Background: an optimization exercise with open tools, aiming at small area. Do not read the settings as production practice.
Power and IR drop assume default switching activity.

Design i2s, start of the top module:
module i2s(
    input               rst_i,
    input               mck_i,
    input               lrck_i,
    input               bck_i,
    input               data_i,
    output              mck_o,
    output              lrck_o,
    output              data_o,
    output reg          sdo,
    output reg          sync
);
assign  mck_o = mck_i;
assign  lrck_o = lrck_i;
assign  data_o = data_i;
reg     lr1;
reg     d0;
always @(negedge bck_i) begin
    lr1 <= rst_i & lrck_i;
    d0 <= data_i;
end
reg         lr2;
reg [6:0]   dl;
reg [31:0]  sh;
reg [4:0]   cnt;     
reg [1:0]   m;       
wire start = lr1 ^ lr2;
wire [3:0] cy = {cy[2:0] & cnt[2:0], 1'b1};
wire pu = &m;
wire dbit = pu | (~|m & sh[31]);
wire [2:0] k = cnt[2:0];
wire cbit = pu ? (k == 3'd5 || k == 3'd6) : (k == 3'd4 || (k == 3'd7 && !lr1));
always @(posedge bck_i) begin
    lr2 <= lr1;
    dl <= {dl[5:0], d0};
    if (cnt[4])
        sh <= {sh[30:0], dl[6] ^ ~|cnt[3:0]};
    if (!rst_i || start)
        cnt <= 5'd8;
    else
        cnt <= cnt ^ {cy[3:0] & cnt[3:0], 1'b1} & {5{cnt[4] | cnt[3]}};
    if (!rst_i)
        m <= 2'd3;
    else if (start && m != 2'd0)
        m <= {m[1] & m[0], ~m[0]};
    if (rst_i) begin
        if (start)
            sync <= 1'b0;
        else begin
            sync <= ~(cnt[4] | cnt[3]);
            sdo <= cnt[4] ? dbit : (cnt[3] & cbit);
        end
    end
end
endmodule
For scale: about 91 cells after synthesis, ~51 flip-flops, about 10 I/O pins, about 1600 µm² of cells after synthesis.
clock: 10.0 ns
lec_check: 0
cap_margin: 20
core_margin: 2
core_utilization: 40
slew_margin: 20
standard.sh (not shown) runs the stock make flow with config.mk's settings and CLKGATE_MAP_FILE= SYNTH_SCRIPT=/design/flow/synth_recipe.tcl, a recipe that flattens the netlist after the stock synthesis.
==> flow/flow/run.sh <==
#!/bin/bash
# Standard layout, with small port buffers and a lighter clock tree.
set -euo pipefail
export BUFFER_PORTS_ARGS="-buffer_cell sky130_fd_sc_hd__buf_1"
export CTS_ARGS="-sink_clustering_enable -repair_clock_nets -dont_use_dummy_load -buf_list sky130_fd_sc_hd__clkbuf_16 -root_buf sky130_fd_sc_hd__clkbuf_16 -sink_buffer_max_cap_derate 1.0 -sink_clustering_size 60 -sink_clustering_max_diameter 500"
bash standard.sh > standard.log 2>&1
Next try:
==> flow/run.sh (new file) <==
#!/bin/bash
# synth_recipe.tcl (not shown) runs the flow's synth.tcl, then flattens the netlist and writes it again
# the make line also repeats each setting of config.mk as NAME=value (left out here)
make -C /OpenROAD-flow-scripts/flow DESIGN_CONFIG=/design/flow/config.mk WORK_HOME=/design/flow/orfs CLKGATE_MAP_FILE= SYNTH_SCRIPT=/design/flow/synth_recipe.tcl finish
Settings changed: CTS_BUF_LIST set to sky130_fd_sc_hd__clkbuf_8, CTS_CLUSTER_DIAMETER set to 500, CTS_CLUSTER_SIZE set to 60.
removed: flow/flow/run.sh
removed: flow/standard.sh
Result:
- final cell count grows by 2.0%
- non-clock buffer count stays the same
- synthesized cell count stays the same
- synthesized area stays the same
- sequential power hardly moves
- combinational power grows by about 20%
- wire length grows by 2.4%
- sequential cell count does not change
- hold slack stays flat
Next try:
Settings changed: CTS_BUF_LIST sky130_fd_sc_hd__clkbuf_8 to sky130_fd_sc_hd__clkbuf_16.
Result:
- worst setup slack hardly moves
- via count barely changes
- core utilization grows by 1.4 points
- worst hold slack degrades by 5.7 ps
- clock skew came out higher by 14 ps
- critical path depth does not change
- count of clock-buffer cells in the layout stays the same
- final area rose by 3.1%
- routed wire length climbs by 2.6%
- power went up by 14%
Next try:
==> flow/flow/run.sh (new file) <==
#!/bin/bash
# Standard layout, with small port buffers and a lighter clock tree.
set -euo pipefail
export BUFFER_PORTS_ARGS="-buffer_cell sky130_fd_sc_hd__buf_1"
export CTS_ARGS="-sink_clustering_enable -repair_clock_nets -dont_use_dummy_load"
bash standard.sh > standard.log 2>&1
==> flow/standard.sh (new file) <==
#!/bin/bash
# synth_recipe.tcl (not shown) runs the flow's synth.tcl, then flattens the netlist and writes it again
# the make line also repeats each setting of config.mk as NAME=value (left out here)
make -C /OpenROAD-flow-scripts/flow DESIGN_CONFIG=/design/flow/config.mk WORK_HOME=/design/flow/orfs CLKGATE_MAP_FILE= SYNTH_SCRIPT=/design/flow/synth_recipe.tcl "${@:-finish}"
Settings changed: CTS_BUF_LIST sky130_fd_sc_hd__clkbuf_16 to not set, CTS_CLUSTER_DIAMETER 500 to not set, CTS_CLUSTER_SIZE 60 to not set.
removed: flow/run.sh
The new run completed with no timing, DRC or antenna violations.
Final cell count falls by 1.9%.
Utilization falls by 2.9 points.
Power falls by 14%.
Next try:
==> flow/run.sh (new file) <==
#!/bin/bash
# synth_recipe.tcl (not shown) runs the flow's synth.tcl, then flattens the netlist and writes it again
# the make line also repeats each setting of config.mk as NAME=value (left out here)
make -C /OpenROAD-flow-scripts/flow DESIGN_CONFIG=/design/flow/config.mk WORK_HOME=/design/flow/orfs CLKGATE_MAP_FILE= SYNTH_SCRIPT=/design/flow/synth_recipe.tcl finish
removed: flow/flow/run.sh
removed: flow/standard.sh
The changed run finished with timing, DRC and antenna clean; setup slack gets worse by 370 ps; final cell count increases slightly; clock power increases by a little under a tenth.
Next try:
==> flow/flow/run.sh (new file) <==
#!/bin/bash
# Standard layout, with small port buffers and a lighter clock tree.
set -euo pipefail
export BUFFER_PORTS_ARGS="-buffer_cell sky130_fd_sc_hd__buf_1"
export CTS_ARGS="-sink_clustering_enable -repair_clock_nets -dont_use_dummy_load -buf_list sky130_fd_sc_hd__clkbuf_16 -root_buf sky130_fd_sc_hd__clkbuf_16 -sink_clustering_size 60 -sink_clustering_max_diameter 500"
bash standard.sh > standard.log 2>&1
==> flow/standard.sh (new file) <==
#!/bin/bash
# synth_recipe.tcl (not shown) runs the flow's synth.tcl, then flattens the netlist and writes it again
# the make line also repeats each setting of config.mk as NAME=value (left out here)
make -C /OpenROAD-flow-scripts/flow DESIGN_CONFIG=/design/flow/config.mk WORK_HOME=/design/flow/orfs CLKGATE_MAP_FILE= SYNTH_SCRIPT=/design/flow/synth_recipe.tcl "${@:-finish}"
removed: flow/run.sh
Global-route usage goes down by 0.42 points.
Clock skew rose by 14 ps.
Setup slack is better by 370 ps.
Design area stays flat.
No functional check of the RTL was part of any run of this note.
